From an optimization exercise on the open Yosys and OpenROAD flow, aimed at small area, a short achievable clock period and few clock cycles; shortcuts taken in it are not production practice. In this exercise RTL edits were held to simulation tests only and were not proved equivalent to the original. Power figures rest on the tool's default switching activity, not on a simulated workload.

## run 1
==> flow/design.v <==
module ALU(
    input [31:0] a,
    input [31:0] b,
    input sub,
    input selL,
    input f_and,
    input f_or,
    input f_xor,
    input f_nor,
    input f_slt,
    output [31:0] y
);
    wire [31:0] bx = b ^ {32{sub}};
    wire [31:0] sum = a + bx + {31'd0, sub};
    wire lt = (a[31] ^ b[31]) ? a[31] : sum[31];
    wire [31:0] lg = ({32{f_and}} & (a & b)) |
                     ({32{f_or}}  & (a | b)) |
                     ({32{f_xor}} & (a ^ b)) |
                     ({32{f_nor}} & ~(a | b));
    assign y[31:1] = selL ? lg[31:1] : sum[31:1];
    assign y[0] = f_slt ? lt : (selL ? lg[0] : sum[0]);
endmodule
module Registers(
    input clk,
    input rst,
    input [4:0] ra1,
    input [4:0] ra2,
    input en1,
    input en2,
    input [4:0] wa,
    input [31:0] wd,
    input we,
    output reg [31:0] rd1,
    output reg [31:0] rd2
);
    reg [31:0] regs [0:31];
    reg [31:0] valid;
    integer k;
    genvar i;
    generate
        for (i = 0; i < 32; i = i + 1) begin : row
            always @(posedge clk)
                if (we && wa == i)
                    regs[i] <= wd;
        end
    endgenerate
    always @(posedge clk, posedge rst)
        if (rst)
            valid <= 32'd0;
        else if (we)
            valid[wa] <= 1'b1;
    wire [3:0] h1 = 4'd1 << ra1[4:3];
    wire [7:0] l1 = 8'd1 << ra1[2:0];
    wire [3:0] h2 = 4'd1 << ra2[4:3];
    wire [7:0] l2 = 8'd1 << ra2[2:0];
    reg [31:0] g1 [0:3];
    reg [31:0] g2 [0:3];
    integer j;
    always @(*) begin
        for (j = 0; j < 4; j = j + 1) begin
            g1[j] = 32'd0; g2[j] = 32'd0;
            for (k = 0; k < 8; k = k + 1) begin
                g1[j] = g1[j] | ({32{l1[k] & valid[8*j+k]}} & regs[8*j+k]);
                g2[j] = g2[j] | ({32{l2[k] & valid[8*j+k]}} & regs[8*j+k]);
            end
        end
        rd1 = 32'd0; rd2 = 32'd0;
        for (j = 0; j < 4; j = j + 1) begin
            rd1 = rd1 | ({32{h1[j] & en1}} & g1[j]);
            rd2 = rd2 | ({32{h2[j] & en2}} & g2[j]);
        end
    end
endmodule
module CPU(
    input clk,
    input rst,
    output [7:0] mem_addr,
    output [31:0] mem_wdata,
    output mem_we,
    input [31:0] mem_rdata
);
    reg  [7:0] addr_q;    
    reg        data_q;    
    reg        dload_q;   
    reg  [4:0] lrd_d_q;   
    reg        lwb_q;     
    reg  [4:0] lrd_w_q;   
    reg        we_q;
    reg [31:0] wdata_q;
    reg  [5:0] nf_q;      
    reg        rv_q;      
    reg  [5:0] rpc_q;     
    reg        rpred_q;   
    reg        btb_v;
    reg  [5:0] btb_pc, btb_tgt;
    reg        e_v;
    reg        e_wr;      
    reg        e_lw, e_sw, e_br, e_bne;
    reg  [4:0] e_rd, e_rs, e_rt;
    reg        e_urs, e_urt;
    reg        e_sub, e_selL, e_and, e_or, e_xor, e_nor, e_slt;
    reg        e_fa, e_fb;    
    reg  [5:0] e_tgt;     
    reg        e_mis;     
    reg        e_ceq;     
    reg  [9:0] e_imm;     
    reg [31:0] e_a, e_b;
    reg        w_v;
    reg  [4:0] w_rd;
    reg [31:0] r_q;
    wire [31:0] ins = mem_rdata;
    wire [5:0] op = ins[31:26];
    wire [5:0] fn = ins[5:0];
    wire [4:0] rs = ins[25:21];
    wire [4:0] rt = ins[20:16];
    wire d_r   = op == 6'b000000;
    wire d_i   = ~op[5] & op[3];
    wire d_lw  = op == 6'b100011;
    wire d_sw  = op == 6'b101011;
    wire d_beq = op == 6'b000100;
    wire d_bne = op == 6'b000101;
    wire d_j   = op == 6'b000010;
    wire d_br  = d_beq | d_bne;
    wire d_wr  = d_r | d_i;
    wire d_urs = d_r | d_i | d_lw | d_sw | d_br;
    wire d_urt = d_r | d_sw | d_br;
    wire [4:0] d_rd = d_r ? ins[15:11] : rt;
    wire d_sub = d_r & (fn == 6'b100010 || fn == 6'b101010) | (op == 6'b001010);
    wire d_and = d_r & (fn == 6'b100100) | (op == 6'b001100);
    wire d_or  = d_r & (fn == 6'b100101) | (op == 6'b001101);
    wire d_xor = d_r & (fn == 6'b100110) | (op == 6'b001110);
    wire d_nor = d_r & (fn == 6'b100111);
    wire d_slt = d_r & (fn == 6'b101010) | (op == 6'b001010);
    wire d_selL = d_and | d_or | d_xor | d_nor | d_slt;
    wire [5:0] d_pc1 = rpc_q + 6'd1;
    wire [5:0] d_btgt = d_j ? ins[5:0] : d_pc1 + ins[5:0];
    wire d_back = d_br & ins[15] & ~rpred_q;
    wire d_pred = rpred_q | d_back;
    wire [5:0] d_tgt = d_pred ? d_pc1 : d_btgt;
    wire d_mis = d_br ? 1'b0 : (d_j ? ~d_pred : d_pred);
    wire d_ceq = d_bne ? d_pred : ~d_pred;
    wire [31:0] a = e_fa ? r_q : e_a;
    wire [31:0] b = e_fb ? r_q : e_b;
    wire [31:0] res;
    ALU alu (.a(a), .b(b), .sub(e_sub), .selL(e_selL), .f_and(e_and), .f_or(e_or),
             .f_xor(e_xor), .f_nor(e_nor), .f_slt(e_slt), .y(res));
    wire eq = a == b;
    wire [9:0] daddr = a[9:0] + e_imm;
    wire lhaz = dload_q & ((e_urs & (e_rs == lrd_d_q)) |
                           (e_urt & (e_rt == lrd_d_q)) |
                           (e_wr  & (e_rd == lrd_d_q)));
    wire hold = lwb_q | (e_v & lhaz);
    wire ex = e_v & ~hold;
    wire redirect = ex & (e_mis | (e_br & (eq == e_ceq)));
    wire [5:0] fa = addr_q[5:0];
    wire near = ~data_q & (e_tgt == fa);
    wire refetch = redirect & ~near;
    wire memop = ex & (e_lw | e_sw);
    wire hit = btb_v & ~data_q & (fa == btb_pc);
    wire [5:0] seq = data_q ? nf_q : (hit ? btb_tgt : fa + 6'd1);
    wire d_redir = rv_q & d_back & ~hold & ~redirect;
    wire [5:0] resume = refetch ? e_tgt :
                        (rv_q & hold) ? rpc_q :
                        d_redir ? d_btgt : seq;
    assign mem_addr  = addr_q;
    assign mem_we    = we_q;
    assign mem_wdata = wdata_q;
    wire [31:0] rfa, rfb;
    wire byp_a = w_v & (w_rd == rs);
    wire byp_b = w_v & (w_rd == rt);
    wire en_a = ~hold & ~byp_a;
    wire en_b = ~hold & ~byp_b & ~d_i;
    wire fix_a = lwb_q & e_urs & (e_rs == lrd_w_q);
    wire fix_b = lwb_q & e_urt & (e_rt == lrd_w_q);
    wire [31:0] se = {{16{ins[15]}}, ins[15:0]};
    wire [31:0] oth_a = hold ? (fix_a ? mem_rdata : a) : r_q;
    wire [31:0] oth_b = hold ? (fix_b ? mem_rdata : b) : (d_i ? se : r_q);
    Registers rf (.clk(clk), .rst(rst), .ra1(rs), .ra2(rt), .en1(en_a), .en2(en_b),
                  .wa(w_rd), .wd(r_q), .we(w_v), .rd1(rfa), .rd2(rfb));
    wire [31:0] a_next = rfa | (oth_a & {32{~en_a}});
    wire [31:0] b_next = rfb | (oth_b & {32{~en_b}});
    always @(posedge clk, posedge rst) begin
        if (rst) begin
            addr_q  <= 8'd0;
            data_q  <= 1'b0;
            dload_q <= 1'b0;
            lwb_q   <= 1'b0;
            we_q    <= 1'b0;
            rv_q    <= 1'b0;
            e_v     <= 1'b0;
            w_v     <= 1'b0;
            btb_v   <= 1'b0;
        end else begin
            addr_q  <= memop ? daddr[9:2] : {2'b00, resume};
            data_q  <= memop;
            dload_q <= ex & e_lw;
            we_q    <= ex & e_sw;
            lwb_q   <= dload_q;
            rv_q    <= ~data_q & ~refetch & ~d_redir;
            w_v     <= lwb_q | (ex & e_wr);
            if (!hold)
                e_v <= rv_q & ~redirect;
            if (d_redir)
                btb_v <= 1'b1;
        end
    end
    always @(posedge clk) begin
        nf_q    <= resume;
        rpc_q   <= fa;
        rpred_q <= hit;
        lrd_d_q <= e_rd;
        lrd_w_q <= lrd_d_q;
        wdata_q <= b;
        r_q     <= lwb_q ? mem_rdata : res;
        w_rd    <= lwb_q ? lrd_w_q : e_rd;
        e_a     <= a_next;
        e_b     <= b_next;
        if (d_redir) begin
            btb_pc  <= rpc_q;
            btb_tgt <= d_btgt;
        end
        if (hold) begin
            e_fa <= 1'b0;
            e_fb <= 1'b0;
        end else begin
            e_fa   <= e_v & e_wr & (e_rd == rs);
            e_fb   <= e_v & e_wr & (e_rd == rt) & ~d_i;
            e_imm  <= ins[9:0];
            e_rs   <= rs;
            e_rt   <= rt;
            e_rd   <= d_rd;
            e_urs  <= d_urs;
            e_urt  <= d_urt;
            e_wr   <= d_wr;
            e_lw   <= d_lw;
            e_sw   <= d_sw;
            e_br   <= d_br;
            e_bne  <= d_bne;
            e_sub  <= d_sub;
            e_selL <= d_selL;
            e_and  <= d_and;
            e_or   <= d_or;
            e_xor  <= d_xor;
            e_nor  <= d_nor;
            e_slt  <= d_slt;
            e_tgt  <= d_tgt;
            e_mis  <= d_mis;
            e_ceq  <= d_ceq;
        end
    end
endmodule
export LEC_CHECK = 0
export CAP_MARGIN = 20
export CORE_MARGIN = 2
export CORE_UTILIZATION = 50
export CTS_BUF_LIST = sky130_fd_sc_hd__clkbuf_8 sky130_fd_sc_hd__clkbuf_16
export CTS_CLUSTER_DIAMETER = 60
export CTS_CLUSTER_SIZE = 16
export SLEW_MARGIN = 20
create_clock -name core_clock -period 12.0 [get_ports {clk}]
standard.sh (not shown) runs the stock make flow with config.mk's settings and CLKGATE_MAP_FILE= SYNTH_SCRIPT=/design/flow/synth_recipe.tcl, a recipe that flattens the netlist after the stock synthesis.
==> flow/flow/run.sh <==
#!/bin/bash
# Standard ORFS layout, with the timing repair steps aiming for 8 ns of
# setup slack at the design's 12 ns clock (the design's constraints are
# unchanged; only how hard the repair works).
set -euo pipefail
bash standard.sh SETUP_SLACK_MARGIN=8 finish > standard_finish.log 2>&1
Run 1: done, clean on timing, DRC and antenna
Testbench counts of run 1, summed over its fixed seeds: cycles 23,353.
For run 2, these inputs were changed with respect to run 1:
Settings: CTS_CLUSTER_DIAMETER: 60 -> 45; CTS_BUF_LIST: sky130_fd_sc_hd__clkbuf_8 sky130_fd_sc_hd__clkbuf_16 -> sky130_fd_sc_hd__clkbuf_8; CTS_CLUSTER_SIZE: 16 -> 20.
==> comparison <==
Run 2 finished every stage and its layout cleared the timing, design-rule and antenna checks.
Re layout sequential cell count: no difference whatsoever between run 2 and run 1.
Share of the final layout cell area in sequential cells is higher on run 2
The final hold slack in run 2 sits 5.8 ps below the value recorded for run 1.
Relative to run 2, the following input files were edited for run 3:
Settings: CTS_CLUSTER_SIZE: 20 -> 16; CTS_CLUSTER_DIAMETER: 45 -> 60.
==> flow/flow/run.sh <==
#!/bin/bash
# Standard ORFS layout, with the timing repair steps aiming for 8.1 ns of
# setup slack at the design's 12 ns clock (the design's constraints are
# unchanged; only how hard the repair works).
set -euo pipefail
bash standard.sh SETUP_SLACK_MARGIN=8.1 finish > standard_finish.log 2>&1
--- outcome ---
Run 3 vs. run 2: clock-buffer cell count -41, critical path data required time decreased by 70 ps relative to the old numbers, worst hold slack increased by 34 ps relative to the old numbers.
The total number of nets in the final design in run 3 was higher than what run 2 gave.
Combinational cell fraction of total power up 2.5 points in run 3 wrt run 2
Edits applied to the flow inputs when going from run 3 to run 4:
Settings: TNS_END_PERCENT newly set to 5.
==> flow/flow/run.sh <==
#!/bin/bash
# Standard ORFS layout, with the timing repair steps aiming for 8 ns of
# setup slack at the design's 12 ns clock (the design's constraints are
# unchanged; only how hard the repair works).
set -euo pipefail
bash standard.sh SETUP_SLACK_MARGIN=8 finish > standard_finish.log 2>&1
Notes after the runs:
Of run 4 and run 3, run 3 shows the higher layout clock buffer count, with run 4 below it.
Compared with run 3, run 4 ends up with a smaller final cell area.
Between run 4 and run 3, the layout overhead on the synthesized area is higher for run 3.
Changes observed in run 4 relative to run 3: cell area reported after detailed placement saw a decrease, total via count after detailed routing went down, switching part of the total power -0.68 points.
Higher met2 track demand over resource in global routing among run 4 and run 3: run 3
Delta (run 4 minus run 3): number of non-clock buffers in the layout -140, post-layout minimum cycle time +140 ps, core occupancy in the finished layout -2.7 points, worst-path maximum fanout +39.

## what the ideal ports hide
No port has a modelled driver above. Below, the same layouts with a new extraction and two added sets of constraints. Step 1 (the two cells are an assumption about what drives the block):
set clk [get_ports {clk}]
set_driving_cell -lib_cell sky130_fd_sc_hd__clkbuf_16 $clk
set_driving_cell -lib_cell sky130_fd_sc_hd__buf_2 [delete_from_list [all_inputs] $clk]
Step 2 times the ports against the registers' clock, not the clock port: input delays grow and output delays shrink by t, the midpoint of the rising clock arrivals with the driver on. Three values: ideal ports, drivers, drivers and shift; two values: the first two.
run	t (ns)	setup WS [ns]	latest minus earliest clock arrival (ns)
run 1	0.829	7.681 / 7.708 / 6.879	0.036 / 0.035
run 2	1.016	7.846 / 7.887 / 6.871	0.067 / 0.068
run 3	0.978	7.816 / 7.819 / 6.841	0.065 / 0.066
run 4	0.918	7.674 / 7.715 / 6.797	0.067 / 0.066
After both steps every run listed still meets setup and hold.
